Source: an optimization exercise on an open RTL-to-GDS flow (aim: small area). Production flows keep margins and buffers that such runs may drop.
The RTL was checked by simulation tests, not by an equivalence proof against the original design.
Power figures rest on the tool's default switching activity, not on a simulated workload.

==> flow/design.v (outline; a module is shown in full before it is edited, if it fits) <==
// module mario_rom: 519 lines
// module coin_rom: 1031 lines
// module pipe_head_rom: 1157 lines
// module pipe_body_rom: 57 lines
// module title_rom: 2569 lines
// module mode_rom: 3591 lines
// module keyboard: 60 lines
// module kb_decoder: 32 lines
// module control: 181 lines
// module display: 117 lines
// module flappy_top: 47 lines
module flappy_top (
    input wire clk,
    input wire rst,
    input wire clr,
    input wire kb_clk,
    input wire data,
    output wire [6:0] seg,
    output wire dp,
    output wire [3:0] AN,
    output wire [11:0] rgb,
    output wire hs,
    output wire vs
);
  // ...
==> flow/run.sh <==
#!/bin/bash
# synth_recipe.tcl (not shown) runs the flow's synth.tcl, then flattens the netlist and writes it again
# the make line also repeats each setting of config.mk as NAME=value (left out here)
make -C /OpenROAD-flow-scripts/flow DESIGN_CONFIG=/design/flow/config.mk WORK_HOME=/design/flow/orfs CLKGATE_MAP_FILE= SYNTH_SCRIPT=/design/flow/synth_recipe.tcl finish
==> flow/config.mk <==
export PLATFORM = sky130hd
export DESIGN_NAME = flappy_top
export DESIGN_NICKNAME = flappy_top
export VERILOG_FILES = /design/flow/design.v
export SDC_FILE = /design/flow/constraint.sdc
export NUM_CORES = 4
export LEC_CHECK = 0
export ABC_AREA = 1
export CAP_MARGIN = 20
export CORE_MARGIN = 2
export CORE_UTILIZATION = 40
export SLEW_MARGIN = 20
export SYNTH_MEMORY_MAX_BITS = 131072
==> flow/constraint.sdc <==
create_clock -name core_clock -period 100.0 [get_ports {clk}]
set_input_delay 20.0000 -clock core_clock [delete_from_list [all_inputs] [get_ports {clk}]]
set_output_delay 20.0000 -clock core_clock [all_outputs]
set_load 0.01 [all_outputs]
==> qor.txt, run 1 <==
crit end category = output port
busiest layer in global routing = met2
routed len/inst = 25.1 um
Area Growth Syn to Fin = 6.94%
via count = 44,200
Post-Place Cells = 7,133
CTS tree = built
vias in the first global route = 41,100
Netlist cell types = 76
Final Max Slew Viols = 0
Min Hold Slack = 0.428 ns
Synth Cell Area = 0.0365 mm2
sequential share of the synthesized area = 13.4%
Top pwr grp = the clock network
Logic power comb = 80.3 uW
Async SR Flop Fraction = 0%
R2R Setup Slk = 88.85 ns
Worst-Margin Slew = 1.34 ns
outcome = complete, no violations
top-count cell post-synth = nand2_1
worst hold endpoint = kb_decoder.d_1.kb_clk_old[1]
Num CTS Buffers = 31
worst path bufs/invs = 4
area of the multi-input gates = 0.0274 mm2
top cells by count, synth = nand2_1 (1,158), inv_1 (828), o21ai_0 (636)
Seq cells = 245
crit path to = hs
max reg flops = 20
post-synth net total = 6,528
HP Start = kb_decoder.d_1.kb_clk_old[0]
Hold-fix buffers, CTS = 0
Final Util = 43.2%
max incr delay on CP = 0.80 ns
hold path cells = 2
mux cell area share after synthesis = 0.0274%
Leading cell kind = multi-input gates
largest net degree at the start of global routing = 74
Site Rows = 110
CP Max Fanout = 18
Resized Gates After CTS = 0
I/O Pins = 31
initial antenna violation count = 3
setup bufs post-CTS = 0
==> module keyboard, before the edit <==
module keyboard (
    input wire clk,
    input wire rst,
    input wire kb_clk,
    input wire data,
    output reg [7:0] code_temp,
    output reg kv,
    output reg sign
);
  reg [1:0] state;
  reg [2:0] cnt;
  reg confirm;
  reg [2:0] kb_clk_old;
  wire fall = kb_clk_old[2] & ~kb_clk_old[1];
  always @(posedge clk) begin
    if (rst) begin
      state <= 0;
      code_temp <= 0;
      cnt <= 0;
      confirm <= 0;
      kb_clk_old <= 0;
      kv <= 0;
      sign <= 0;
    end else begin
      kb_clk_old <= {kb_clk_old[1:0], kb_clk};
      kv <= (state == 2'b11);
      case (state)
        2'b00: begin
          if (fall && !data) begin
            sign <= ~((&code_temp[7:4]) && ~(|code_temp[3:0]));
            state <= 2'b01;
            confirm <= 0;
          end
        end
        2'b01: begin
          if (fall) begin
            if (&cnt) state <= 2'b10;
            cnt <= cnt + 1'b1;
            if (data) confirm <= ~confirm;
            code_temp <= {code_temp[6:0], data};
          end
        end
        2'b10: begin
          if (fall) begin
            if (confirm ^ data) state <= 2'b11;
            else begin
              state <= 2'b00;
              code_temp <= 8'h00;
            end
          end
        end
        2'b11: begin
          state <= 2'b00;
          code_temp <= {code_temp[0], code_temp[1], code_temp[2], code_temp[3],
                        code_temp[4], code_temp[5], code_temp[6], code_temp[7]};
        end
      endcase
    end
  end
endmodule
==> module control, before the edit <==
module control (
    input wire clk,
    input wire sys_rst,
    input wire rst,             
    input wire up,              
    input wire pipe_up,
    input wire pipe_down,
    input wire tick,
    input wire kzero,           
    input wire klast,           
    output reg [1:0] status,
    output reg [15:0] score_d,  
    output reg [14:0] bird_y,
    output reg bird_up,
    output reg [8:0] p1x, p2x, p3x,    
    output reg [8:0] p1y, p2y, p3y,
    output reg [7:0] p1g, p2g, p3g,
    output reg coin_on,
    output reg [8:0] coin_y,
    output reg [9:0] coin_x
);
  reg [7:0] r230;    
  reg [5:0] r50;     
  reg [4:0] q20;     
  reg [8:0] q424;    
  reg clr_p, up_p, down_p, fail_p, st3_p;
  reg [1:0] cnt_p;
  reg old, longpress, fail;
  reg [3:0] bird_flying;
  reg [2:0] score_hi;       
  wire [7:0] r230_10 = (r230 >= 8'd220) ? r230 - 8'd220 : r230 + 8'd10;
  wire [7:0] r230_20 = (r230 >= 8'd210) ? r230 - 8'd210 : r230 + 8'd20;
  wire [5:0] r50_10 = (r50 >= 6'd40) ? r50 - 6'd40 : r50 + 6'd10;
  wire [5:0] r50_20 = (r50 >= 6'd30) ? r50 - 6'd30 : r50 + 6'd20;
  wire [8:0] ry0 = 9'd40 + r230;
  wire [8:0] ry1 = 9'd40 + r230_10;
  wire [8:0] ry2 = 9'd40 + r230_20;
  wire [7:0] rg0 = 8'd100 + r50;
  wire [7:0] rg1 = 8'd100 + r50_10;
  wire [7:0] rg2 = 8'd100 + r50_20;
  wire [7:0] rgs = 8'd120 + r50;
  wire mv = !fail_p && st3_p;
  function [26:0] rebuild;   
    input [8:0] lx; input [8:0] ly; input [7:0] lg;
    input [8:0] menu_x; input [8:0] menu_y; input [7:0] menu_g;
    input sel;
    reg [8:0] y;
    begin
      if (!clr_p) rebuild = {menu_x, menu_y, menu_g};
      else if (lx <= 9'd1) rebuild = {9'd320, ry0, rgs};
      else begin
        y = ly;
        if (up_p && mv && sel && ly >= 9'd40) y = ly - 1'b1;
        if (down_p && mv && sel && ly <= 9'd290) y = ly + 1'b1;
        rebuild = {fail_p ? lx : lx - 1'b1, y, lg};
      end
    end
  endfunction
  wire [8:0] g1x, g2x, g3x, g1y, g2y, g3y;
  wire [7:0] g1g, g2g, g3g;
  assign {g1x, g1y, g1g} = rebuild(p1x, p1y, p1g, 9'd105, ry0, rg0, cnt_p == 2'd1);
  assign {g2x, g2y, g2g} = rebuild(p2x, p2y, p2g, 9'd210, ry1, rg1, cnt_p == 2'd2);
  assign {g3x, g3y, g3g} = rebuild(p3x, p3y, p3g, 9'd315, ry2, rg2, cnt_p == 2'd3);
  wire [1:0] cnt = !clr_p ? 2'd3 : (p3x <= 9'd1) ? 2'd3 : (p2x <= 9'd1) ? 2'd2 :
                   (p1x <= 9'd1) ? 2'd1 : cnt_p;
  wire [14:0] by16 = bird_y + 15'd16;
  function hit;
    input [8:0] x; input [8:0] y; input [7:0] g;
    hit = ((bird_y <= {6'd0, y}) || (by16 >= {5'd0, y} + {7'd0, g})) &&
          (x >= 9'd10) && (x <= 9'd43);
  endfunction
  wire collide = hit(g1x, g1y, g1g) || hit(g2x, g2y, g2g) || hit(g3x, g3y, g3g);
  wire [9:0] cx16 = coin_x + 10'd16;
  wire coin_hit = coin_on && (bird_y <= {6'd0, coin_y} + 15'd16) && (by16 >= {6'd0, coin_y}) &&
                  (cx16 >= 10'd70) && (coin_x <= 10'd86);
  wire pass = (g1x == 9'd10) || (g2x == 9'd10) || (g3x == 9'd10);
  wire inc2 = coin_hit;
  wire [3:0] s0 = score_d[3:0], s1 = score_d[7:4], s2 = score_d[11:8], s3 = score_d[15:12];
  wire [4:0] a0 = s0 + (inc2 ? 4'd2 : 4'd1);
  wire c0 = a0 >= 5'd10;
  wire [3:0] n0 = c0 ? a0 - 5'd10 : a0[3:0];
  wire c1 = c0 && (s1 == 4'd9);
  wire [3:0] n1 = c0 ? (c1 ? 4'd0 : s1 + 1'b1) : s1;
  wire c2 = c1 && (s2 == 4'd9);
  wire [3:0] n2 = c1 ? (c2 ? 4'd0 : s2 + 1'b1) : s2;
  wire c3 = c2 && (s3 == 4'd9);
  wire [3:0] n3 = c2 ? (c3 ? 4'd0 : s3 + 1'b1) : s3;
  wire wrap = (score_hi == 3'd6) && (s3 == 4'd5) && (s2 == 4'd5) && (s1 == 4'd3) &&
              ((s0 == 4'd5) || (s0 == 4'd4 && inc2));
  wire [15:0] score_inc = wrap ? {15'd0, (s0 == 4'd5) && inc2} : {n3, n2, n1, n0};
  wire [2:0] hi_inc = wrap ? 3'd0 : score_hi + c3;
  always @(posedge clk) begin
    if (sys_rst) begin
      r230 <= 0;
      r50 <= 0;
      q20 <= 5'd7;
      q424 <= 9'd401;
      clr_p <= 1;
      up_p <= 0;
      down_p <= 0;
      fail_p <= 1;
      st3_p <= 0;
      cnt_p <= 2'd3;
      status <= 2'b01;
      old <= 0;
      bird_y <= 15'd240;
      bird_up <= 0;
      longpress <= 0;
      fail <= 0;
      bird_flying <= 0;
      score_d <= 0;
      score_hi <= 0;
      coin_on <= 1;
      coin_y <= 9'd70;
      coin_x <= 10'd700;
      p1x <= 9'd105; p1y <= 9'd40; p1g <= 8'd100;
      p2x <= 9'd210; p2y <= 9'd50; p2g <= 8'd110;
      p3x <= 9'd315; p3y <= 9'd60; p3g <= 8'd120;
    end else if (tick) begin
      r230 <= kzero ? 8'd207 : (r230 >= 8'd44) ? r230 - 8'd44 : r230 + 8'd186;
      r50 <= kzero ? 6'd47 : (r50 >= 6'd4) ? r50 - 6'd4 : r50 + 6'd46;
      q20 <= klast ? 5'd7 : (q20 >= 5'd4) ? q20 - 5'd4 : q20 + 5'd16;
      q424 <= klast ? 9'd401 : (q424 >= 9'd144) ? q424 - 9'd144 : q424 + 9'd280;
      clr_p <= rst;
      up_p <= pipe_up;
      down_p <= pipe_down;
      fail_p <= fail;
      st3_p <= (status == 2'd3);
      cnt_p <= cnt;
      {p1x, p1y, p1g} <= {g1x, g1y, g1g};
      {p2x, p2y, p2g} <= {g2x, g2y, g2g};
      {p3x, p3y, p3g} <= {g3x, g3y, g3g};
      if (!rst) begin
        if (pipe_up || pipe_down) begin
          old <= 1;
          if (!old) status <= (status == 2'd1) ? 2'd2 : 2'd1;
          else if (status == 2'd0 || status == 2'd3) status <= 2'd1;
        end else begin
          old <= 0;
          if (status == 2'd0 || status == 2'd3) status <= 2'd1;
        end
        bird_y <= 15'd240;
        bird_up <= 0;
        longpress <= 0;
        fail <= 0;
        bird_flying <= 0;
        score_d <= 0;
        score_hi <= 0;
        coin_on <= 1;
        coin_x <= 10'd700 + q20;
        coin_y <= 9'd20 + q424;
      end else begin
        if (status == 2'd1) status <= 2'd0;
        if (status == 2'd2) status <= 2'd3;
        longpress <= up & (longpress | !fail);
        if (bird_flying == 0 || fail) bird_y <= bird_y + 15'd4;
        else bird_y <= bird_y - bird_flying;
        bird_up <= (bird_flying != 0) && !fail;
        if (!fail && bird_flying != 0) bird_flying <= bird_flying - 1'b1;
        else if (up && !fail && !longpress) bird_flying <= 4'd10;
        if (collide) fail <= 1;
        if (coin_hit || (!fail && pass)) begin
          score_d <= score_inc;
          score_hi <= hi_inc;
        end
        if (!fail) coin_x <= coin_x - 10'd2;
        if (!coin_on || coin_x == 0) begin
          coin_on <= 1;
          case (cnt)
            2'd1: coin_x <= {g1x, 1'b0} + 10'd50 + q20;
            2'd2: coin_x <= {g2x, 1'b0} + 10'd50 + q20;
            2'd3: coin_x <= {g3x, 1'b0} + 10'd50 + q20;
            default: ;
          endcase
          coin_y <= 9'd20 + q424;
        end
        if (coin_hit) coin_on <= 0;
      end
    end
  end
endmodule
==> module display, before the edit <==
module display (
    input wire clk,
    input wire rst,
    input wire [19:0] t,           
    input wire [1:0] status,
    input wire [15:0] score_d,
    input wire [14:0] bird_y,
    input wire bird_up,
    input wire [8:0] p1x, p2x, p3x,
    input wire [8:0] p1y, p2y, p3y,
    input wire [7:0] p1g, p2g, p3g,
    input wire coin_on,
    input wire [8:0] coin_y,
    input wire [9:0] coin_x,
    output wire [6:0] seg,
    output wire dp,
    output wire [3:0] AN,
    output reg [11:0] rgb,
    output wire hs,
    output wire vs
);
  reg [9:0] x, y;
  always @(posedge clk) begin
    if (rst) begin
      x <= 10'd880;
      y <= 10'd989;
    end else if (x == 10'd656) begin
      x <= 10'd881;
      y <= (y == 10'd489) ? 10'd989 : y + 1'b1;
    end else begin
      x <= x + 1'b1;
    end
  end
  assign hs = !(x >= 10'd880 && x <= 10'd976);
  assign vs = !(y == 10'd989 || y == 10'd990);
  wire rd = (x < 10'd640) && (y < 10'd480);
  wire in_tx = (x >= 10'd45) && (x < 10'd594);
  wire in_ty = (y >= 10'd80) && (y < 10'd122);
  wire [9:0] tx = x - 10'd45;
  wire [5:0] ty = y[5:0] - 6'd16;    
  wire [7:0] tcol = tx / 2'd3;
  wire [3:0] trow = ty / 2'd3;
  wire tbit;
  title_rom d_8 (.a({trow, tcol}), .d(tbit));
  wire in_mx = (x >= 10'd208) && (x < 10'd432);
  wire in_my = (y >= 10'd340) && (y < 10'd404);
  wire [9:0] mx = x - 10'd208;
  wire [9:0] my = y - 10'd340;
  wire mbit;
  mode_rom d_9 (.a({my[5:1], mx[7:1]}), .d(mbit));
  wire hl = in_mx && ((status == 2'd1 && y >= 10'd340 && y < 10'd368) ||
                      (status == 2'd2 && y >= 10'd376 && y < 10'd404));
  wire [11:0] color_start = (in_tx && in_ty) ? (tbit ? 12'heee : 12'h000) :
                            (in_mx && in_my && mbit) ? 12'heee :
                            hl ? 12'h888 : 12'h000;
  wire isstart = (status == 2'd1) || (status == 2'd2);
  wire [9:0] bdy = y - bird_y[9:0];
  wire [9:0] bdx = x - 10'd70;
  wire [11:0] color_mario;
  mario_rom d_3 (.a({bird_up, bdy[3:0], bdx[3:0]}), .d(color_mario));
  wire ismario = (x >= 10'd70) && (x < 10'd86) && (y >= bird_y[9:0]) &&
                 ({1'b0, y} < {1'b0, bird_y[9:0]} + 11'd16) && (color_mario != 12'h00f);
  wire [10:0] cdx = {1'b0, x} - {1'b0, coin_x};
  wire [9:0] cdy = y - {1'b0, coin_y};
  wire [11:0] color_coin;
  coin_rom d_7 (.a({cdy[3:0], t[19:18], cdx[3:0]}), .d(color_coin));
  wire iscoin = coin_on && (cdx < 11'd16) && (y >= {1'b0, coin_y}) && (cdy < 10'd16) &&
                (color_coin != 12'h00f);
  wire [10:0] d1 = {1'b0, x} - {1'b0, p1x, 1'b0};
  wire [10:0] d2 = {1'b0, x} - {1'b0, p2x, 1'b0};
  wire [10:0] d3 = {1'b0, x} - {1'b0, p3x, 1'b0};
  wire i1 = d1 < 11'd50, i2 = d2 < 11'd50, i3 = d3 < 11'd50;
  wire ispipe = i1 | i2 | i3;
  wire [5:0] pdx = i1 ? d1[5:0] : i2 ? d2[5:0] : d3[5:0];
  wire [8:0] py = i1 ? p1y : i2 ? p2y : p3y;
  wire [7:0] pg = i1 ? p1g : i2 ? p2g : p3g;
  wire [10:0] e = {1'b0, y} + 11'd23 - {2'b0, py};              
  wire [10:0] f = {2'b0, py} + {3'b0, pg} + 11'd21 - {1'b0, y};  
  wire top = e < 11'd23;
  wire bot = f < 11'd23;
  wire [4:0] hrow = top ? e[4:0] : f[4:0];
  wire [11:0] color_head, color_body;
  pipe_head_rom d_4 (.a({hrow, pdx}), .d(color_head));
  pipe_body_rom d_5 (.a(pdx), .d(color_body));
  wire ishead = top || (bot && color_head != 12'h00f);
  wire isbody = e[10] || (f[10] && color_body != 12'h00f);
  wire [11:0] c = isstart ? color_start :
                  ismario ? color_mario :
                  iscoin ? color_coin :
                  (ispipe && ishead) ? color_head :
                  (ispipe && isbody) ? color_body : 12'h08c;
  always @(posedge clk) begin
    if (rst || !rd) rgb <= 12'h000;
    else rgb <= {c[3:0], c[7:4], c[11:8]};
  end
  wire [1:0] scan = t[17:16];
  wire [3:0] D = scan == 2'd0 ? score_d[3:0] : scan == 2'd1 ? score_d[7:4] :
                 scan == 2'd2 ? score_d[11:8] : score_d[15:12];
  assign AN = ~(4'b0001 << scan);
  assign dp = 1'b1;
  reg [6:0] sg;   
  always @* begin
    case (D)
      4'd0: sg = 7'b1000000;
      4'd1: sg = 7'b1111001;
      4'd2: sg = 7'b0100100;
      4'd3: sg = 7'b0110000;
      4'd4: sg = 7'b0011001;
      4'd5: sg = 7'b0010010;
      4'd6: sg = 7'b0000010;
      4'd7: sg = 7'b1111000;
      4'd8: sg = 7'b0000000;
      default: sg = 7'b0010000;
    endcase
  end
  assign seg = sg;
endmodule
==> module flappy_top, before the edit <==
module flappy_top (
    input wire clk,
    input wire rst,
    input wire clr,
    input wire kb_clk,
    input wire data,
    output wire [6:0] seg,
    output wire dp,
    output wire [3:0] AN,
    output wire [11:0] rgb,
    output wire hs,
    output wire vs
);
  reg [19:0] t;
  always @(posedge clk) begin
    if (rst) t <= 20'd0;
    else t <= t + 1'b1;
  end
  wire tick = (t[11:0] == 12'h7ff);
  wire kzero = (t[19:12] == 8'd0);
  wire klast = (&t[19:12]);
  wire up, down, space;
  kb_decoder kb_decoder (
      .clk(clk), .rst(rst), .kb_clk(kb_clk), .data(data),
      .up(up), .down(down), .space(space));
  wire [1:0] status;
  wire [15:0] score_d;
  wire [14:0] bird_y;
  wire bird_up, coin_on;
  wire [8:0] p1x, p2x, p3x, p1y, p2y, p3y, coin_y;
  wire [7:0] p1g, p2g, p3g;
  wire [9:0] coin_x;
  control control (
      .clk(clk), .sys_rst(rst), .rst(clr), .up(space), .pipe_up(up), .pipe_down(down),
      .tick(tick), .kzero(kzero), .klast(klast),
      .status(status), .score_d(score_d), .bird_y(bird_y), .bird_up(bird_up),
      .p1x(p1x), .p2x(p2x), .p3x(p3x), .p1y(p1y), .p2y(p2y), .p3y(p3y),
      .p1g(p1g), .p2g(p2g), .p3g(p3g),
      .coin_on(coin_on), .coin_y(coin_y), .coin_x(coin_x));
  display display (
      .clk(clk), .rst(rst), .t(t), .status(status), .score_d(score_d),
      .bird_y(bird_y), .bird_up(bird_up),
      .p1x(p1x), .p2x(p2x), .p3x(p3x), .p1y(p1y), .p2y(p2y), .p3y(p3y),
      .p1g(p1g), .p2g(p2g), .p3g(p3g),
      .coin_on(coin_on), .coin_y(coin_y), .coin_x(coin_x),
      .seg(seg), .dp(dp), .AN(AN), .rgb(rgb), .hs(hs), .vs(vs));
endmodule
==> inputs of run 2 (changes only) <==
--- a/flow/design.v
+++ b/flow/design.v
@@ -8959,7 +8959,7 @@
         2'b01: begin
           if (fall) begin
             if (&cnt) state <= 2'b10;
-            cnt <= cnt + 1'b1;
+            cnt <= {cnt[2] ^ (cnt[1] & cnt[0]), cnt[1] ^ cnt[0], ~cnt[0]};
             if (data) confirm <= ~confirm;
             code_temp <= {code_temp[6:0], data};
           end
@@ -9035,26 +9035,49 @@
     output reg [8:0] coin_y,
     output reg [9:0] coin_x
 );
-  reg [7:0] r230;    
-  reg [5:0] r50;     
+  function [19:0] ADD;
+    input [19:0] a, b;
+    input ci;
+    integer i;
+    reg c;
+    begin
+      c = ci;
+      for (i = 0; i < 20; i = i + 1) begin
+        ADD[i] = a[i] ^ b[i] ^ c;
+        c = (a[i] & b[i]) | (c & (a[i] ^ b[i]));
+      end
+    end
+  endfunction
+  function [19:0] SUB;   
+    input [19:0] a, b;
+    SUB = ADD(a, ~b, 1'b1);
+  endfunction
+  function GE;   
+    input [19:0] a, b;
+    integer i;
+    reg c;
+    begin
+      c = 1'b1;
+      for (i = 0; i < 20; i = i + 1) c = (a[i] & ~b[i]) | (c & (a[i] | ~b[i]));
+      GE = c;
+    end
+  endfunction
+  reg [8:0] ry;      
+  reg [7:0] rg;      
   reg [4:0] q20;     
-  reg [8:0] q424;    
+  reg [8:0] qy;      
   reg clr_p, up_p, down_p, fail_p, st3_p;
   reg [1:0] cnt_p;
   reg old, longpress, fail;
   reg [3:0] bird_flying;
   reg [2:0] score_hi;       
-  wire [7:0] r230_10 = (r230 >= 8'd220) ? r230 - 8'd220 : r230 + 8'd10;
-  wire [7:0] r230_20 = (r230 >= 8'd210) ? r230 - 8'd210 : r230 + 8'd20;
-  wire [5:0] r50_10 = (r50 >= 6'd40) ? r50 - 6'd40 : r50 + 6'd10;
-  wire [5:0] r50_20 = (r50 >= 6'd30) ? r50 - 6'd30 : r50 + 6'd20;
-  wire [8:0] ry0 = 9'd40 + r230;
-  wire [8:0] ry1 = 9'd40 + r230_10;
-  wire [8:0] ry2 = 9'd40 + r230_20;
-  wire [7:0] rg0 = 8'd100 + r50;
-  wire [7:0] rg1 = 8'd100 + r50_10;
-  wire [7:0] rg2 = 8'd100 + r50_20;
-  wire [7:0] rgs = 8'd120 + r50;
+  wire [8:0] ry0 = ry;
+  wire [8:0] ry1 = GE(ry, 260) ? SUB(ry, 220) : ADD(ry, 10, 1'b0);
+  wire [8:0] ry2 = GE(ry, 250) ? SUB(ry, 210) : ADD(ry, 20, 1'b0);
+  wire [7:0] rg0 = rg;
+  wire [7:0] rg1 = GE(rg, 140) ? SUB(rg, 40) : ADD(rg, 10, 1'b0);
+  wire [7:0] rg2 = GE(rg, 130) ? SUB(rg, 30) : ADD(rg, 20, 1'b0);
+  wire [7:0] rgs = ADD(rg, 20, 1'b0);
   wire mv = !fail_p && st3_p;
   function [26:0] rebuild;   
     input [8:0] lx; input [8:0] ly; input [7:0] lg;
@@ -9063,12 +9086,12 @@
     reg [8:0] y;
     begin
       if (!clr_p) rebuild = {menu_x, menu_y, menu_g};
-      else if (lx <= 9'd1) rebuild = {9'd320, ry0, rgs};
+      else if (lx[8:1] == 8'd0) rebuild = {9'd320, ry0, rgs};
       else begin
         y = ly;
-        if (up_p && mv && sel && ly >= 9'd40) y = ly - 1'b1;
-        if (down_p && mv && sel && ly <= 9'd290) y = ly + 1'b1;
-        rebuild = {fail_p ? lx : lx - 1'b1, y, lg};
+        if (up_p && mv && sel && GE(ly, 40)) y = SUB(ly, 1);
+        if (down_p && mv && sel && !GE(ly, 291)) y = ADD(ly, 1, 1'b0);
+        rebuild = {fail_p ? lx : SUB(lx, 1), y, lg};
       end
     end
   endfunction
@@ -9077,40 +9100,39 @@
   assign {g1x, g1y, g1g} = rebuild(p1x, p1y, p1g, 9'd105, ry0, rg0, cnt_p == 2'd1);
   assign {g2x, g2y, g2g} = rebuild(p2x, p2y, p2g, 9'd210, ry1, rg1, cnt_p == 2'd2);
   assign {g3x, g3y, g3g} = rebuild(p3x, p3y, p3g, 9'd315, ry2, rg2, cnt_p == 2'd3);
-  wire [1:0] cnt = !clr_p ? 2'd3 : (p3x <= 9'd1) ? 2'd3 : (p2x <= 9'd1) ? 2'd2 :
-                   (p1x <= 9'd1) ? 2'd1 : cnt_p;
-  wire [14:0] by16 = bird_y + 15'd16;
+  wire [1:0] cnt = !clr_p ? 2'd3 : (p3x[8:1] == 8'd0) ? 2'd3 : (p2x[8:1] == 8'd0) ? 2'd2 :
+                   (p1x[8:1] == 8'd0) ? 2'd1 : cnt_p;
+  wire [14:0] by16 = ADD(bird_y, 16, 1'b0);
   function hit;
     input [8:0] x; input [8:0] y; input [7:0] g;
-    hit = ((bird_y <= {6'd0, y}) || (by16 >= {5'd0, y} + {7'd0, g})) &&
-          (x >= 9'd10) && (x <= 9'd43);
+    hit = (GE(y, bird_y) || GE(by16, ADD(y, g, 1'b0))) &&
+          GE(x, 10) && !GE(x, 44);
   endfunction
   wire collide = hit(g1x, g1y, g1g) || hit(g2x, g2y, g2g) || hit(g3x, g3y, g3g);
-  wire [9:0] cx16 = coin_x + 10'd16;
-  wire coin_hit = coin_on && (bird_y <= {6'd0, coin_y} + 15'd16) && (by16 >= {6'd0, coin_y}) &&
-                  (cx16 >= 10'd70) && (coin_x <= 10'd86);
+  wire [9:0] cx16 = ADD(coin_x, 16, 1'b0);
+  wire coin_hit = coin_on && GE(ADD(coin_y, 16, 1'b0), bird_y) && GE(by16, coin_y) &&
+                  GE(cx16, 70) && !GE(coin_x, 87);
   wire pass = (g1x == 9'd10) || (g2x == 9'd10) || (g3x == 9'd10);
+  wire [8:0] cpx = (cnt == 2'd1) ? g1x : (cnt == 2'd2) ? g2x : g3x;
   wire inc2 = coin_hit;
   wire [3:0] s0 = score_d[3:0], s1 = score_d[7:4], s2 = score_d[11:8], s3 = score_d[15:12];
-  wire [4:0] a0 = s0 + (inc2 ? 4'd2 : 4'd1);
-  wire c0 = a0 >= 5'd10;
-  wire [3:0] n0 = c0 ? a0 - 5'd10 : a0[3:0];
+  wire [4:0] a0 = ADD(s0, {inc2, !inc2}, 1'b0);
+  wire c0 = GE(a0, 10);
+  wire [3:0] n0 = c0 ? SUB(a0, 10) : a0[3:0];
   wire c1 = c0 && (s1 == 4'd9);
-  wire [3:0] n1 = c0 ? (c1 ? 4'd0 : s1 + 1'b1) : s1;
+  wire [3:0] n1 = c0 ? (c1 ? 4'd0 : ADD(s1, 1, 1'b0)) : s1;
   wire c2 = c1 && (s2 == 4'd9);
-  wire [3:0] n2 = c1 ? (c2 ? 4'd0 : s2 + 1'b1) : s2;
+  wire [3:0] n2 = c1 ? (c2 ? 4'd0 : ADD(s2, 1, 1'b0)) : s2;
   wire c3 = c2 && (s3 == 4'd9);
-  wire [3:0] n3 = c2 ? (c3 ? 4'd0 : s3 + 1'b1) : s3;
+  wire [3:0] n3 = c2 ? (c3 ? 4'd0 : ADD(s3, 1, 1'b0)) : s3;
   wire wrap = (score_hi == 3'd6) && (s3 == 4'd5) && (s2 == 4'd5) && (s1 == 4'd3) &&
               ((s0 == 4'd5) || (s0 == 4'd4 && inc2));
   wire [15:0] score_inc = wrap ? {15'd0, (s0 == 4'd5) && inc2} : {n3, n2, n1, n0};
-  wire [2:0] hi_inc = wrap ? 3'd0 : score_hi + c3;
+  wire [2:0] hi_inc = wrap ? 3'd0 : ADD(score_hi, c3, 1'b0);
   always @(posedge clk) begin
     if (sys_rst) begin
-      r230 <= 0;
-      r50 <= 0;
       q20 <= 5'd7;
-      q424 <= 9'd401;
+      qy <= 9'd421;
       clr_p <= 1;
       up_p <= 0;
       down_p <= 0;
@@ -9133,10 +9155,10 @@
       p2x <= 9'd210; p2y <= 9'd50; p2g <= 8'd110;
       p3x <= 9'd315; p3y <= 9'd60; p3g <= 8'd120;
     end else if (tick) begin
-      r230 <= kzero ? 8'd207 : (r230 >= 8'd44) ? r230 - 8'd44 : r230 + 8'd186;
-      r50 <= kzero ? 6'd47 : (r50 >= 6'd4) ? r50 - 6'd4 : r50 + 6'd46;
-      q20 <= klast ? 5'd7 : (q20 >= 5'd4) ? q20 - 5'd4 : q20 + 5'd16;
-      q424 <= klast ? 9'd401 : (q424 >= 9'd144) ? q424 - 9'd144 : q424 + 9'd280;
+      ry <= kzero ? 9'd247 : GE(ry, 84) ? SUB(ry, 44) : ADD(ry, 186, 1'b0);
+      rg <= kzero ? 8'd147 : GE(rg, 104) ? SUB(rg, 4) : ADD(rg, 46, 1'b0);
+      q20 <= klast ? 5'd7 : GE(q20, 4) ? SUB(q20, 4) : ADD(q20, 16, 1'b0);
+      qy <= klast ? 9'd421 : GE(qy, 164) ? SUB(qy, 144) : ADD(qy, 280, 1'b0);
       clr_p <= rst;
       up_p <= pipe_up;
       down_p <= pipe_down;
@@ -9163,32 +9185,27 @@
         score_d <= 0;
         score_hi <= 0;
         coin_on <= 1;
-        coin_x <= 10'd700 + q20;
-        coin_y <= 9'd20 + q424;
+        coin_x <= ADD(700, q20, 1'b0);
+        coin_y <= qy;
       end else begin
         if (status == 2'd1) status <= 2'd0;
         if (status == 2'd2) status <= 2'd3;
         longpress <= up & (longpress | !fail);
-        if (bird_flying == 0 || fail) bird_y <= bird_y + 15'd4;
-        else bird_y <= bird_y - bird_flying;
+        if (bird_flying == 0 || fail) bird_y <= ADD(bird_y, 4, 1'b0);
+        else bird_y <= SUB(bird_y, bird_flying);
         bird_up <= (bird_flying != 0) && !fail;
-        if (!fail && bird_flying != 0) bird_flying <= bird_flying - 1'b1;
+        if (!fail && bird_flying != 0) bird_flying <= SUB(bird_flying, 1);
         else if (up && !fail && !longpress) bird_flying <= 4'd10;
         if (collide) fail <= 1;
         if (coin_hit || (!fail && pass)) begin
           score_d <= score_inc;
           score_hi <= hi_inc;
         end
-        if (!fail) coin_x <= coin_x - 10'd2;
+        if (!fail) coin_x <= SUB(coin_x, 2);
         if (!coin_on || coin_x == 0) begin
           coin_on <= 1;
-          case (cnt)
-            2'd1: coin_x <= {g1x, 1'b0} + 10'd50 + q20;
-            2'd2: coin_x <= {g2x, 1'b0} + 10'd50 + q20;
-            2'd3: coin_x <= {g3x, 1'b0} + 10'd50 + q20;
-            default: ;
-          endcase
-          coin_y <= 9'd20 + q424;
+          if (cnt != 2'd0) coin_x <= ADD({cpx, 1'b0}, ADD(50, q20, 1'b0), 1'b0);
+          coin_y <= qy;
         end
         if (coin_hit) coin_on <= 0;
       end
@@ -9216,6 +9233,49 @@
     output wire hs,
     output wire vs
 );
+  function [19:0] ADD;
+    input [19:0] a, b;
+    input ci;
+    integer i;
+    reg c;
+    begin
+      c = ci;
+      for (i = 0; i < 20; i = i + 1) begin
+        ADD[i] = a[i] ^ b[i] ^ c;
+        c = (a[i] & b[i]) | (c & (a[i] ^ b[i]));
+      end
+    end
+  endfunction
+  function [19:0] SUB;   
+    input [19:0] a, b;
+    SUB = ADD(a, ~b, 1'b1);
+  endfunction
+  function GE;   
+    input [19:0] a, b;
+    integer i;
+    reg c;
+    begin
+      c = 1'b1;
+      for (i = 0; i < 20; i = i + 1) c = (a[i] & ~b[i]) | (c & (a[i] | ~b[i]));
+      GE = c;
+    end
+  endfunction
+  function [9:0] DIV3;   
+    input [9:0] a;
+    integer i;
+    reg [2:0] v;
+    reg [1:0] r;
+    reg q;
+    begin
+      r = 2'd0;
+      for (i = 9; i >= 0; i = i - 1) begin
+        v = {r, a[i]};
+        q = v[2] | (v[1] & v[0]);
+        DIV3[i] = q;
+        r = q ? {v[2] & v[0], v[2] & ~v[0]} : v[1:0];
+      end
+    end
+  endfunction
   reg [9:0] x, y;
   always @(posedge clk) begin
     if (rst) begin
@@ -9223,58 +9283,57 @@
       y <= 10'd989;
     end else if (x == 10'd656) begin
       x <= 10'd881;
-      y <= (y == 10'd489) ? 10'd989 : y + 1'b1;
+      y <= (y == 10'd489) ? 10'd989 : ADD(y, 1, 1'b0);
     end else begin
-      x <= x + 1'b1;
+      x <= ADD(x, 1, 1'b0);
     end
   end
-  assign hs = !(x >= 10'd880 && x <= 10'd976);
+  assign hs = !(GE(x, 880) && !GE(x, 977));
   assign vs = !(y == 10'd989 || y == 10'd990);
-  wire rd = (x < 10'd640) && (y < 10'd480);
-  wire in_tx = (x >= 10'd45) && (x < 10'd594);
-  wire in_ty = (y >= 10'd80) && (y < 10'd122);
-  wire [9:0] tx = x - 10'd45;
-  wire [5:0] ty = y[5:0] - 6'd16;    
-  wire [7:0] tcol = tx / 2'd3;
-  wire [3:0] trow = ty / 2'd3;
+  wire rd = !GE(x, 640) && !GE(y, 480);
+  wire in_tx = GE(x, 45) && !GE(x, 594);
+  wire in_ty = GE(y, 80) && !GE(y, 122);
+  wire [9:0] tx = SUB(x, 45);
+  wire [5:0] ty = SUB(y[5:0], 16);    
+  wire [7:0] tcol = DIV3(tx);
+  wire [3:0] trow = DIV3(ty);
   wire tbit;
   title_rom d_8 (.a({trow, tcol}), .d(tbit));
-  wire in_mx = (x >= 10'd208) && (x < 10'd432);
-  wire in_my = (y >= 10'd340) && (y < 10'd404);
-  wire [9:0] mx = x - 10'd208;
-  wire [9:0] my = y - 10'd340;
+  wire in_mx = GE(x, 208) && !GE(x, 432);
+  wire in_my = GE(y, 340) && !GE(y, 404);
+  wire [9:0] mx = SUB(x, 208);
+  wire [9:0] my = SUB(y, 340);
   wire mbit;
   mode_rom d_9 (.a({my[5:1], mx[7:1]}), .d(mbit));
-  wire hl = in_mx && ((status == 2'd1 && y >= 10'd340 && y < 10'd368) ||
-                      (status == 2'd2 && y >= 10'd376 && y < 10'd404));
+  wire hl = in_mx && ((status == 2'd1 && GE(y, 340) && !GE(y, 368)) ||
+                      (status == 2'd2 && GE(y, 376) && !GE(y, 404)));
   wire [11:0] color_start = (in_tx && in_ty) ? (tbit ? 12'heee : 12'h000) :
                             (in_mx && in_my && mbit) ? 12'heee :
                             hl ? 12'h888 : 12'h000;
   wire isstart = (status == 2'd1) || (status == 2'd2);
-  wire [9:0] bdy = y - bird_y[9:0];
-  wire [9:0] bdx = x - 10'd70;
+  wire [10:0] bdy = SUB(y, bird_y[9:0]);
+  wire [9:0] bdx = SUB(x, 70);
   wire [11:0] color_mario;
   mario_rom d_3 (.a({bird_up, bdy[3:0], bdx[3:0]}), .d(color_mario));
-  wire ismario = (x >= 10'd70) && (x < 10'd86) && (y >= bird_y[9:0]) &&
-                 ({1'b0, y} < {1'b0, bird_y[9:0]} + 11'd16) && (color_mario != 12'h00f);
-  wire [10:0] cdx = {1'b0, x} - {1'b0, coin_x};
-  wire [9:0] cdy = y - {1'b0, coin_y};
+  wire ismario = GE(x, 70) && !GE(x, 86) && !GE(bdy, 16) && (color_mario != 12'h00f);
+  wire [10:0] cdx = SUB(x, coin_x);
+  wire [10:0] cdy = SUB(y, coin_y);
   wire [11:0] color_coin;
   coin_rom d_7 (.a({cdy[3:0], t[19:18], cdx[3:0]}), .d(color_coin));
-  wire iscoin = coin_on && (cdx < 11'd16) && (y >= {1'b0, coin_y}) && (cdy < 10'd16) &&
+  wire iscoin = coin_on && !GE(cdx, 16) && !GE(cdy, 16) &&
                 (color_coin != 12'h00f);
-  wire [10:0] d1 = {1'b0, x} - {1'b0, p1x, 1'b0};
-  wire [10:0] d2 = {1'b0, x} - {1'b0, p2x, 1'b0};
-  wire [10:0] d3 = {1'b0, x} - {1'b0, p3x, 1'b0};
-  wire i1 = d1 < 11'd50, i2 = d2 < 11'd50, i3 = d3 < 11'd50;
+  wire [10:0] d1 = SUB(x, {p1x, 1'b0});
+  wire [10:0] d2 = SUB(x, {p2x, 1'b0});
+  wire [10:0] d3 = SUB(x, {p3x, 1'b0});
+  wire i1 = !GE(d1, 50), i2 = !GE(d2, 50), i3 = !GE(d3, 50);
   wire ispipe = i1 | i2 | i3;
   wire [5:0] pdx = i1 ? d1[5:0] : i2 ? d2[5:0] : d3[5:0];
   wire [8:0] py = i1 ? p1y : i2 ? p2y : p3y;
   wire [7:0] pg = i1 ? p1g : i2 ? p2g : p3g;
-  wire [10:0] e = {1'b0, y} + 11'd23 - {2'b0, py};              
-  wire [10:0] f = {2'b0, py} + {3'b0, pg} + 11'd21 - {1'b0, y};  
-  wire top = e < 11'd23;
-  wire bot = f < 11'd23;
+  wire [10:0] e = SUB(ADD(y, 23, 1'b0), py);    
+  wire [10:0] f = SUB(ADD(py, ADD(pg, 21, 1'b0), 1'b0), y);    
+  wire top = !GE(e, 23);
+  wire bot = !GE(f, 23);
   wire [4:0] hrow = top ? e[4:0] : f[4:0];
   wire [11:0] color_head, color_body;
   pipe_head_rom d_4 (.a({hrow, pdx}), .d(color_head));
@@ -9325,10 +9384,37 @@
     output wire hs,
     output wire vs
 );
+  function [19:0] ADD;
+    input [19:0] a, b;
+    input ci;
+    integer i;
+    reg c;
+    begin
+      c = ci;
+      for (i = 0; i < 20; i = i + 1) begin
+        ADD[i] = a[i] ^ b[i] ^ c;
+        c = (a[i] & b[i]) | (c & (a[i] ^ b[i]));
+      end
+    end
+  endfunction
+  function [19:0] SUB;   
+    input [19:0] a, b;
+    SUB = ADD(a, ~b, 1'b1);
+  endfunction
+  function GE;   
+    input [19:0] a, b;
+    integer i;
+    reg c;
+    begin
+      c = 1'b1;
+      for (i = 0; i < 20; i = i + 1) c = (a[i] & ~b[i]) | (c & (a[i] | ~b[i]));
+      GE = c;
+    end
+  endfunction
   reg [19:0] t;
   always @(posedge clk) begin
     if (rst) t <= 20'd0;
-    else t <= t + 1'b1;
+    else t <= ADD(t, 1, 1'b0);
   end
   wire tick = (t[11:0] == 12'h7ff);
   wire kzero = (t[19:12] == 8'd0);
==> flow/flow/run.sh (new file) <==
#!/bin/bash
# Layout flow: the standard synthesis, then the combinational logic between
# the standard synthesis's registers is re-mapped by ABC with an area-oriented
# script (registers, their names and cell types are kept as they are), then
# the standard layout from floorplan to finish.
set -euo pipefail
W=$PWD
F=$W/flow
R=$W/orfs/results/$FLOW_PLATFORM/flappy_top/base
LIB=$FLOW_HOME/platforms/$FLOW_PLATFORM/lib/sky130_fd_sc_hd__tt_025C_1v80.lib
YOSYS=$(command -v yosys || echo /OpenROAD-flow-scripts/tools/install/yosys/bin/yosys)

bash standard.sh synth > $W/std_synth.log 2>&1
cp $R/1_2_yosys.v $W/std_1_2_yosys.v

DU=""
for c in $(cat $F/dontuse.txt); do DU="$DU -dont_use $c"; done
sed -e "s|@LIB@|$LIB|g" -e "s|@DU@|$DU|g" -e "s|@IN@|$W/std_1_2_yosys.v|g" \
    -e "s|@OUT@|$W/reopt.v|g" -e "s|@ABC@|$F/area.abc|g" $F/reopt.ys > $W/reopt.ys
if $YOSYS -q -l $W/reopt.log -s $W/reopt.ys > $W/reopt.out 2>&1 && [[ -s $W/reopt.v ]]; then
  cp $W/reopt.v $R/1_2_yosys.v
  echo "re-mapped netlist used" > $W/reopt.status
else
  echo "re-mapping failed or not proven; standard netlist kept" > $W/reopt.status
fi
rm -f $R/1_synth.odb $R/1_synth.sdc
touch $R/1_2_yosys.v
bash standard.sh > $W/std_layout.log 2>&1
==> flow/flow/area.abc (new file) <==
strash; &get -n; &deepsyn -T 120; &put; &get -n; &dch -f; &nf -a; &put
==> flow/flow/dontuse.txt (new file) <==
sky130_fd_sc_hd__probe_p_8
sky130_fd_sc_hd__probec_p_8
sky130_fd_sc_hd__lpflow_bleeder_1
sky130_fd_sc_hd__lpflow_clkbufkapwr_1
sky130_fd_sc_hd__lpflow_clkbufkapwr_16
sky130_fd_sc_hd__lpflow_clkbufkapwr_2
sky130_fd_sc_hd__lpflow_clkbufkapwr_4
sky130_fd_sc_hd__lpflow_clkbufkapwr_8
sky130_fd_sc_hd__lpflow_clkinvkapwr_1
sky130_fd_sc_hd__lpflow_clkinvkapwr_16
sky130_fd_sc_hd__lpflow_clkinvkapwr_2
sky130_fd_sc_hd__lpflow_clkinvkapwr_4
sky130_fd_sc_hd__lpflow_clkinvkapwr_8
sky130_fd_sc_hd__lpflow_decapkapwr_12
sky130_fd_sc_hd__lpflow_decapkapwr_3
sky130_fd_sc_hd__lpflow_decapkapwr_4
sky130_fd_sc_hd__lpflow_decapkapwr_6
sky130_fd_sc_hd__lpflow_decapkapwr_8
sky130_fd_sc_hd__lpflow_inputiso0n_1
sky130_fd_sc_hd__lpflow_inputiso0p_1
sky130_fd_sc_hd__lpflow_inputiso1n_1
sky130_fd_sc_hd__lpflow_inputiso1p_1
sky130_fd_sc_hd__lpflow_inputisolatch_1
sky130_fd_sc_hd__lpflow_isobufsrc_1
sky130_fd_sc_hd__lpflow_isobufsrc_16
sky130_fd_sc_hd__lpflow_isobufsrc_2
sky130_fd_sc_hd__lpflow_isobufsrc_4
sky130_fd_sc_hd__lpflow_isobufsrc_8
sky130_fd_sc_hd__lpflow_isobufsrckapwr_16
sky130_fd_sc_hd__lpflow_lsbuf_lh_hl_isowell_tap_1
sky130_fd_sc_hd__lpflow_lsbuf_lh_hl_isowell_tap_2
sky130_fd_sc_hd__lpflow_lsbuf_lh_hl_isowell_tap_4
sky130_fd_sc_hd__lpflow_lsbuf_lh_isowell_4
sky130_fd_sc_hd__lpflow_lsbuf_lh_isowell_tap_1
sky130_fd_sc_hd__lpflow_lsbuf_lh_isowell_tap_2
sky130_fd_sc_hd__lpflow_lsbuf_lh_isowell_tap_4
==> flow/flow/reopt.ys (new file) <==
read_liberty -ignore_miss_func @LIB@
setattr -mod -set keep_hierarchy 1 */sky130_fd_sc_hd__*df* */sky130_fd_sc_hd__*dl*
read_verilog @IN@
hierarchy -top flappy_top
flatten
opt -purge
abc -liberty @LIB@ @DU@ -script @ABC@
opt_clean -purge
splitnets
opt_clean -purge
hilomap -singleton -hicell sky130_fd_sc_hd__conb_1 HI -locell sky130_fd_sc_hd__conb_1 LO
insbuf -buf sky130_fd_sc_hd__buf_4 A X
rename -hide w:*$func$*
opt_clean -purge
tee -o @OUT@.stat stat -liberty @LIB@
select flappy_top
write_verilog -noattr -nohex -nodec -selected @OUT@
==> flow/standard.sh (new file) <==
#!/bin/bash
# synth_recipe.tcl (not shown) runs the flow's synth.tcl, then flattens the netlist and writes it again
# the make line also repeats each setting of config.mk as NAME=value (left out here)
make -C /OpenROAD-flow-scripts/flow DESIGN_CONFIG=/design/flow/config.mk WORK_HOME=/design/flow/orfs CLKGATE_MAP_FILE= SYNTH_SCRIPT=/design/flow/synth_recipe.tcl "${@:-finish}"
removed: flow/run.sh
==> run 2 against run 1 <==
- the run now fails in netlist read-in after synthesis (1_synth)
==> qor.txt, run 2 <==
Exit stage = netlist read-in after synthesis (1_synth)
outcome = did not finish (was complete, no violations)
synth warn = 11 (unchanged)
Error = [ERROR STA-0171] /design/flow/orfs/results/sky130hd/flappy_top/base/1_2_yosys.v line 3321, syntax error
==> inputs of run 3 (changes only) <==
--- a/flow/design.v
+++ b/flow/design.v
@@ -9028,7 +9028,7 @@
     output reg [15:0] score_d,  
     output reg [14:0] bird_y,
     output reg bird_up,
-    output reg [8:0] p1x, p2x, p3x,    
+    output reg [8:0] p1x,              
     output reg [8:0] p1y, p2y, p3y,
     output reg [7:0] p1g, p2g, p3g,
     output reg coin_on,
@@ -9079,41 +9079,50 @@
   wire [7:0] rg2 = GE(rg, 130) ? SUB(rg, 30) : ADD(rg, 20, 1'b0);
   wire [7:0] rgs = ADD(rg, 20, 1'b0);
   wire mv = !fail_p && st3_p;
+  wire rs1 = (p1x == 9'd1);
+  wire rs2 = (p1x == 9'd216);
+  wire rs3 = (p1x == 9'd111);
+  wire [8:0] ly_sel = (cnt_p == 2'd1) ? p1y : (cnt_p == 2'd2) ? p2y : p3y;
+  wire do_dn = down_p && !GE(ly_sel, 291);
+  wire do_up = up_p && GE(ly_sel, 40);
+  wire [8:0] ymv = (do_dn || do_up) ? ADD(ly_sel, {{8{~do_dn}}, 1'b1}, 1'b0) : ly_sel;
   function [26:0] rebuild;   
     input [8:0] lx; input [8:0] ly; input [7:0] lg;
     input [8:0] menu_x; input [8:0] menu_y; input [7:0] menu_g;
     input sel;
+    input rs;
     reg [8:0] y;
     begin
       if (!clr_p) rebuild = {menu_x, menu_y, menu_g};
-      else if (lx[8:1] == 8'd0) rebuild = {9'd320, ry0, rgs};
+      else if (rs) rebuild = {9'd320, ry0, rgs};
       else begin
-        y = ly;
-        if (up_p && mv && sel && GE(ly, 40)) y = SUB(ly, 1);
-        if (down_p && mv && sel && !GE(ly, 291)) y = ADD(ly, 1, 1'b0);
+        y = (mv && sel) ? ymv : ly;
         rebuild = {fail_p ? lx : SUB(lx, 1), y, lg};
       end
     end
   endfunction
-  wire [8:0] g1x, g2x, g3x, g1y, g2y, g3y;
+  wire [8:0] g1x, g2x_u, g3x_u, g1y, g2y, g3y;
   wire [7:0] g1g, g2g, g3g;
-  assign {g1x, g1y, g1g} = rebuild(p1x, p1y, p1g, 9'd105, ry0, rg0, cnt_p == 2'd1);
-  assign {g2x, g2y, g2g} = rebuild(p2x, p2y, p2g, 9'd210, ry1, rg1, cnt_p == 2'd2);
-  assign {g3x, g3y, g3g} = rebuild(p3x, p3y, p3g, 9'd315, ry2, rg2, cnt_p == 2'd3);
-  wire [1:0] cnt = !clr_p ? 2'd3 : (p3x[8:1] == 8'd0) ? 2'd3 : (p2x[8:1] == 8'd0) ? 2'd2 :
+  assign {g1x, g1y, g1g} = rebuild(p1x, p1y, p1g, 9'd105, ry0, rg0, cnt_p == 2'd1, rs1);
+  assign {g2x_u, g2y, g2g} = rebuild(9'd2, p2y, p2g, 9'd210, ry1, rg1, cnt_p == 2'd2, rs2);
+  assign {g3x_u, g3y, g3g} = rebuild(9'd2, p3y, p3g, 9'd315, ry2, rg2, cnt_p == 2'd3, rs3);
+  wire [1:0] cnt = !clr_p ? 2'd3 : rs3 ? 2'd3 : rs2 ? 2'd2 :
                    (p1x[8:1] == 8'd0) ? 2'd1 : cnt_p;
   wire [14:0] by16 = ADD(bird_y, 16, 1'b0);
-  function hit;
-    input [8:0] x; input [8:0] y; input [7:0] g;
-    hit = (GE(y, bird_y) || GE(by16, ADD(y, g, 1'b0))) &&
-          GE(x, 10) && !GE(x, 44);
-  endfunction
-  wire collide = hit(g1x, g1y, g1g) || hit(g2x, g2y, g2g) || hit(g3x, g3y, g3g);
-  wire [9:0] cx16 = ADD(coin_x, 16, 1'b0);
-  wire coin_hit = coin_on && GE(ADD(coin_y, 16, 1'b0), bird_y) && GE(by16, coin_y) &&
-                  GE(cx16, 70) && !GE(coin_x, 87);
-  wire pass = (g1x == 9'd10) || (g2x == 9'd10) || (g3x == 9'd10);
-  wire [8:0] cpx = (cnt == 2'd1) ? g1x : (cnt == 2'd2) ? g2x : g3x;
+  wire fall = (bird_flying == 4'd0) || fail;
+  wire lev1 = GE(g1x, 10) && !GE(g1x, 44);
+  wire lev2 = GE(g1x, 225) && !GE(g1x, 259);
+  wire lev3 = GE(g1x, 120) && !GE(g1x, 154);
+  wire [8:0] ny = lev1 ? g1y : lev2 ? g2y : g3y;
+  wire [7:0] ng = lev1 ? g1g : lev2 ? g2g : g3g;
+  wire collide = (lev1 || lev2 || lev3) && (GE(ny, bird_y) || GE(by16, ADD(ny, ng, 1'b0)));
+  wire [10:0] cdy = SUB(ADD(bird_y[8:0], 16, 1'b0), coin_y);
+  wire coin_hit = coin_on && (bird_y[14:9] == 6'd0) && !cdy[10] && !GE(cdy, 33) &&
+                  GE(coin_x, 54) && !GE(coin_x, 87);
+  wire pass = (g1x == 9'd10) || (g1x == 9'd225) || (g1x == 9'd120);
+  wire [9:0] coff = (cnt == 2'd1) ? 10'd50 :
+                    (cnt == 2'd2) ? (GE(g1x, 216) ? 10'd644 : 10'd260) :
+                                    (GE(g1x, 111) ? 10'd854 : 10'd470);
   wire inc2 = coin_hit;
   wire [3:0] s0 = score_d[3:0], s1 = score_d[7:4], s2 = score_d[11:8], s3 = score_d[15:12];
   wire [4:0] a0 = ADD(s0, {inc2, !inc2}, 1'b0);
@@ -9152,8 +9161,8 @@
       coin_y <= 9'd70;
       coin_x <= 10'd700;
       p1x <= 9'd105; p1y <= 9'd40; p1g <= 8'd100;
-      p2x <= 9'd210; p2y <= 9'd50; p2g <= 8'd110;
-      p3x <= 9'd315; p3y <= 9'd60; p3g <= 8'd120;
+      p2y <= 9'd50; p2g <= 8'd110;
+      p3y <= 9'd60; p3g <= 8'd120;
     end else if (tick) begin
       ry <= kzero ? 9'd247 : GE(ry, 84) ? SUB(ry, 44) : ADD(ry, 186, 1'b0);
       rg <= kzero ? 8'd147 : GE(rg, 104) ? SUB(rg, 4) : ADD(rg, 46, 1'b0);
@@ -9166,8 +9175,8 @@
       st3_p <= (status == 2'd3);
       cnt_p <= cnt;
       {p1x, p1y, p1g} <= {g1x, g1y, g1g};
-      {p2x, p2y, p2g} <= {g2x, g2y, g2g};
-      {p3x, p3y, p3g} <= {g3x, g3y, g3g};
+      {p2y, p2g} <= {g2y, g2g};
+      {p3y, p3g} <= {g3y, g3g};
       if (!rst) begin
         if (pipe_up || pipe_down) begin
           old <= 1;
@@ -9191,8 +9200,7 @@
         if (status == 2'd1) status <= 2'd0;
         if (status == 2'd2) status <= 2'd3;
         longpress <= up & (longpress | !fail);
-        if (bird_flying == 0 || fail) bird_y <= ADD(bird_y, 4, 1'b0);
-        else bird_y <= SUB(bird_y, bird_flying);
+        bird_y <= ADD(bird_y, fall ? 15'd4 : ~{11'd0, bird_flying}, !fall);
         bird_up <= (bird_flying != 0) && !fail;
         if (!fail && bird_flying != 0) bird_flying <= SUB(bird_flying, 1);
         else if (up && !fail && !longpress) bird_flying <= 4'd10;
@@ -9204,7 +9212,7 @@
         if (!fail) coin_x <= SUB(coin_x, 2);
         if (!coin_on || coin_x == 0) begin
           coin_on <= 1;
-          if (cnt != 2'd0) coin_x <= ADD({cpx, 1'b0}, ADD(50, q20, 1'b0), 1'b0);
+          if (cnt != 2'd0) coin_x <= ADD({g1x, 1'b0}, ADD(coff, q20, 1'b0), 1'b0);
           coin_y <= qy;
         end
         if (coin_hit) coin_on <= 0;
@@ -9220,7 +9228,7 @@
     input wire [15:0] score_d,
     input wire [14:0] bird_y,
     input wire bird_up,
-    input wire [8:0] p1x, p2x, p3x,
+    input wire [8:0] p1x,
     input wire [8:0] p1y, p2y, p3y,
     input wire [7:0] p1g, p2g, p3g,
     input wire coin_on,
@@ -9322,6 +9330,8 @@
   coin_rom d_7 (.a({cdy[3:0], t[19:18], cdx[3:0]}), .d(color_coin));
   wire iscoin = coin_on && !GE(cdx, 16) && !GE(cdy, 16) &&
                 (color_coin != 12'h00f);
+  wire [8:0] p2x = GE(p1x, 216) ? SUB(p1x, 215) : ADD(p1x, 105, 1'b0);
+  wire [8:0] p3x = GE(p1x, 111) ? SUB(p1x, 110) : ADD(p1x, 210, 1'b0);
   wire [10:0] d1 = SUB(x, {p1x, 1'b0});
   wire [10:0] d2 = SUB(x, {p2x, 1'b0});
   wire [10:0] d3 = SUB(x, {p3x, 1'b0});
@@ -9427,20 +9437,20 @@
   wire [15:0] score_d;
   wire [14:0] bird_y;
   wire bird_up, coin_on;
-  wire [8:0] p1x, p2x, p3x, p1y, p2y, p3y, coin_y;
+  wire [8:0] p1x, p1y, p2y, p3y, coin_y;
   wire [7:0] p1g, p2g, p3g;
   wire [9:0] coin_x;
   control control (
       .clk(clk), .sys_rst(rst), .rst(clr), .up(space), .pipe_up(up), .pipe_down(down),
       .tick(tick), .kzero(kzero), .klast(klast),
       .status(status), .score_d(score_d), .bird_y(bird_y), .bird_up(bird_up),
-      .p1x(p1x), .p2x(p2x), .p3x(p3x), .p1y(p1y), .p2y(p2y), .p3y(p3y),
+      .p1x(p1x), .p1y(p1y), .p2y(p2y), .p3y(p3y),
       .p1g(p1g), .p2g(p2g), .p3g(p3g),
       .coin_on(coin_on), .coin_y(coin_y), .coin_x(coin_x));
   display display (
       .clk(clk), .rst(rst), .t(t), .status(status), .score_d(score_d),
       .bird_y(bird_y), .bird_up(bird_up),
-      .p1x(p1x), .p2x(p2x), .p3x(p3x), .p1y(p1y), .p2y(p2y), .p3y(p3y),
+      .p1x(p1x), .p1y(p1y), .p2y(p2y), .p3y(p3y),
       .p1g(p1g), .p2g(p2g), .p3g(p3g),
       .coin_on(coin_on), .coin_y(coin_y), .coin_x(coin_x),
       .seg(seg), .dp(dp), .AN(AN), .rgb(rgb), .hs(hs), .vs(vs));
==> flow/run.sh (new file) <==
#!/bin/bash
# synth_recipe.tcl (not shown) runs the flow's synth.tcl, then flattens the netlist and writes it again
# the make line also repeats each setting of config.mk as NAME=value (left out here)
make -C /OpenROAD-flow-scripts/flow DESIGN_CONFIG=/design/flow/config.mk WORK_HOME=/design/flow/orfs CLKGATE_MAP_FILE= SYNTH_SCRIPT=/design/flow/synth_recipe.tcl finish
removed: flow/flow/run.sh
removed: flow/flow/area.abc
removed: flow/flow/dontuse.txt
removed: flow/flow/reopt.ys
removed: flow/standard.sh
==> run 3 against run 2 <==
- now clean on timing, DRC and antenna
==> qor.txt, run 3 <==
setup bufs post-CTS = 0
Post-Synth Simple-Gate Area = 26.2%
Min Hold Slack = 0.403 ns
top cells by count, synth = nand2_1 (1,020), inv_1 (740), o21ai_0 (528)
initial antenna violation count = 1
most frequent cells in the layout = nand2_1 (1,020), inv_1 (737), o21ai_0 (525)
commonest non-fill, non-tap cell in the layout = nand2_1
fin crit share = 23.7%
mux cell area share after synthesis = 0.0317%
routed len/inst = 24.7 um
Die Wd = 285 um
1st-pass router iterations = 7
Hold-fix buffers, CTS = 0
RSZ-0062 raised after global routing = false
via count = 36,900
CTS H-tree depth = 1
Hold Crit Class = reg2reg
crit path DAT = 3.71 ns
Worst-path clk slew = 0.07 ns
Num CTS Buffers = 28
CTS tree = built
Synth Area in XOR/XNOR = 0.800%
max incr delay on CP = 0.80 ns
Async SR Flop Fraction = 0%
Slowest-stage cell, CP = dfxtp_1
critical path required time = 80.00 ns
fin crit period = 23.71 ns
clock latency (worst-skew pair) = 0.59 ns
port bufs = 29
top-count cell post-synth = nand2_1
clk_skew = 0.0222 ns
Lkg Pwr = 15.6 nW
Syn Inst Count = 5,071
Total GRT Usage = 35.6%
max reg flops = 20
vias in the first global route = 34,900
Area Growth Syn to Fin = 6.86%
share of layout cells above drive strength 1 = 4.74%
max cap viols = 0
Resized Gates After CTS = 0
area share of the largest cell type after synthesis = 13.6%
Synth area leaders = dfxtp_1 (14%), nand2_1 (12%), ha_1 (11%)
area leader, netlist = dfxtp_1
1st-iter DRT viols = 4,908
post-route ant nets = 0
first-pass GRT wire length = 222,000 um
outcome = complete, no violations (was did not finish)
I/O Pins = 31
top flop regs = t: 20 flops, control.score_d: 16 flops, control.bird_y: 15 flops
flops & latches, synth = 230
crit start category = flip-flop
Starting Density = 40.2%
largest family of logic cells by synthesized area = compound AO/OA/AOI/OAI gates
DRC = 0
Synth Area in Adders = 19.0%
nets = 5,394
Most flops, register = t
post-synth net total = 5,482
Sink Count = 230
Synth Area in Compound Gates = 26.7%
root buffer cell = clkbuf_16
Netlist cell types = 75
core area = 0.0786 mm2
relative slew slack = 17.7%
largest net degree at the start of global routing = 70
power per cell area = 8.37 mW/mm2
CP most frequent cell = ha_1
Fin Setup TNS = 0 ns
ys flop type = dfxtp_1
die area = 0.0812 mm2
routability cong. = 1.08
Final setup viols = 0
Worst-Margin Slew = 1.23 ns
DP HPWL = 113,000 um
synthesized area per cell = 6.23 um2
FILL cells = 8,603
synth warn = 11 (unchanged)
Synth Cell Area = 0.0316 mm2
Site Rows = 103
Post-synth EDFFs = 15
vias per std cell = 6.09
crit end category = output port
die height = 285 um
clock buffer depth = 3
Final Max Slew Viols = 0
grt ovf = 0
CP Max Fanout = 19
critical path, cell by cell = inv_1 -> ha_1 -> ha_1 -> a21oi_1 -> o211ai_1 -> nand3_1 -> clkdlybuf4s50_1
Final Hold Violating Endpoints = 0
Setup CP Type = reg2out
Max VDD drop = 0.0120 mV
upper clock frequency limit = 42.2 MHz
sequential share of the synthesized area = 15.1%
final wirelength = 150,000 um
==> run 3: cell families (layout without fill, tap and decap cells) <==
family / count (synthesis) / after routing
and+or+nand+nor: 1959 / 1959
AOI/OAI and AO/OA: 1449 / 1449
buffers and inverters: 997 / 931
adders and majority gates: 406 / 406
DFF: 230 / 230
xor gates and xnor gates: 28 / 28
other: 1 / 2
muxes: 1 / 1
==> run 3: path summary, 6_finish.rpt <==
path / start / end / slack [ns] / cells past startpoint
worst max-delay path: display.x[1] / hs / 76.29 / 7
worst min register to register: kb_decoder.d_1.kb_clk_old[0] / kb_decoder.d_1.kb_clk_old[1] / 0.40 / 2
worst max register to register: display.x[1] / display.rgb[5] / 86.39 / 53
worst min-delay path: kb_decoder.d_1.kb_clk_old[0] / kb_decoder.d_1.kb_clk_old[1] / 0.40 / 2
==> run 3: layout make-up <==
cell class	count	area [um2]	area share [%]
multi-input combinational	3844	23000	68.2
sequential	230	4750	14.1
inverter	782	2940	8.70
tap	1050	1310	3.89
timing repair buffer	97	796	2.36
clock buffer	33	761	2.25
clock inverter	19	186	0.552
antenna	1	2.50	0.00741
==> run 3: per-stage QoR <==
stage | std cells | total power [mW] | worst slack [ns] | cell area, um2 | util (%)
after global placement | 6002 | 0.174 | 77.14 | 32800 | 41.7
after floorplan | 5071 | 0.141 | 78.07 | 31600 | -
after CTS | 6054 | 0.279 | 76.37 | 33700 | 42.9
final | 6056 | 0.283 | 76.29 | 33800 | 42.9
after detailed placement | 6002 | 0.171 | 77.00 | 32800 | 41.7
after global routing | 6055 | 0.291 | 76.07 | 33800 | 42.9
==> run 3: where the power goes <==
group	total (mW)	internal, mW	leakage (nW)	switching, mW
clock	0.107	0.0621	0.468	0.0453
combinational	0.0818	0.0197	13.3	0.0620
sequential	0.0934	0.0928	1.87	0.000566
total	0.283	0.175	15.6	0.108
==> run 3: worst max-delay path: cells and delay by family (launching register included) <==
kind	cells	cell delay (ns)
buf+inv	2	1.09
flops	1	0.80
fa+ha+maj	2	0.70
simple gates	1	0.27
compound gates	2	0.25
==> run 3: metal layers <==
layer,share of wire [%],global-route usage [%],vias up
li1,-,-,16900
met1,39,45.1,17300
met2,45,57.4,2145
met3,9.3,6.20,502
met4,6.6,19.5,0
met5,0,0,-

-- port drivers added, routing unchanged --
Ports are ideal in the flow. The routed layouts listed here were re-timed in OpenROAD. Step 1 sets driving cells, clkbuf_16 on the clock port and buf_2 on the other inputs (assumed; they add their load-dependent delay and slew). Step 2 times the ports against the registers' clock, not the clock port: input delays grow and output delays shrink by t, the midpoint of the rising clock arrivals with the driver on. Three values: ideal ports, drivers, drivers and shift; two values: the first two.
run	t, ns	setup slack, ns	slew at the worst register clock pin (ns)
run 1	0.691	76.430 / 76.356 / 77.047	0.07 / 0.07
run 3	0.642	76.294 / 76.233 / 76.875	0.07 / 0.07
After both steps every run listed still meets setup and hold.
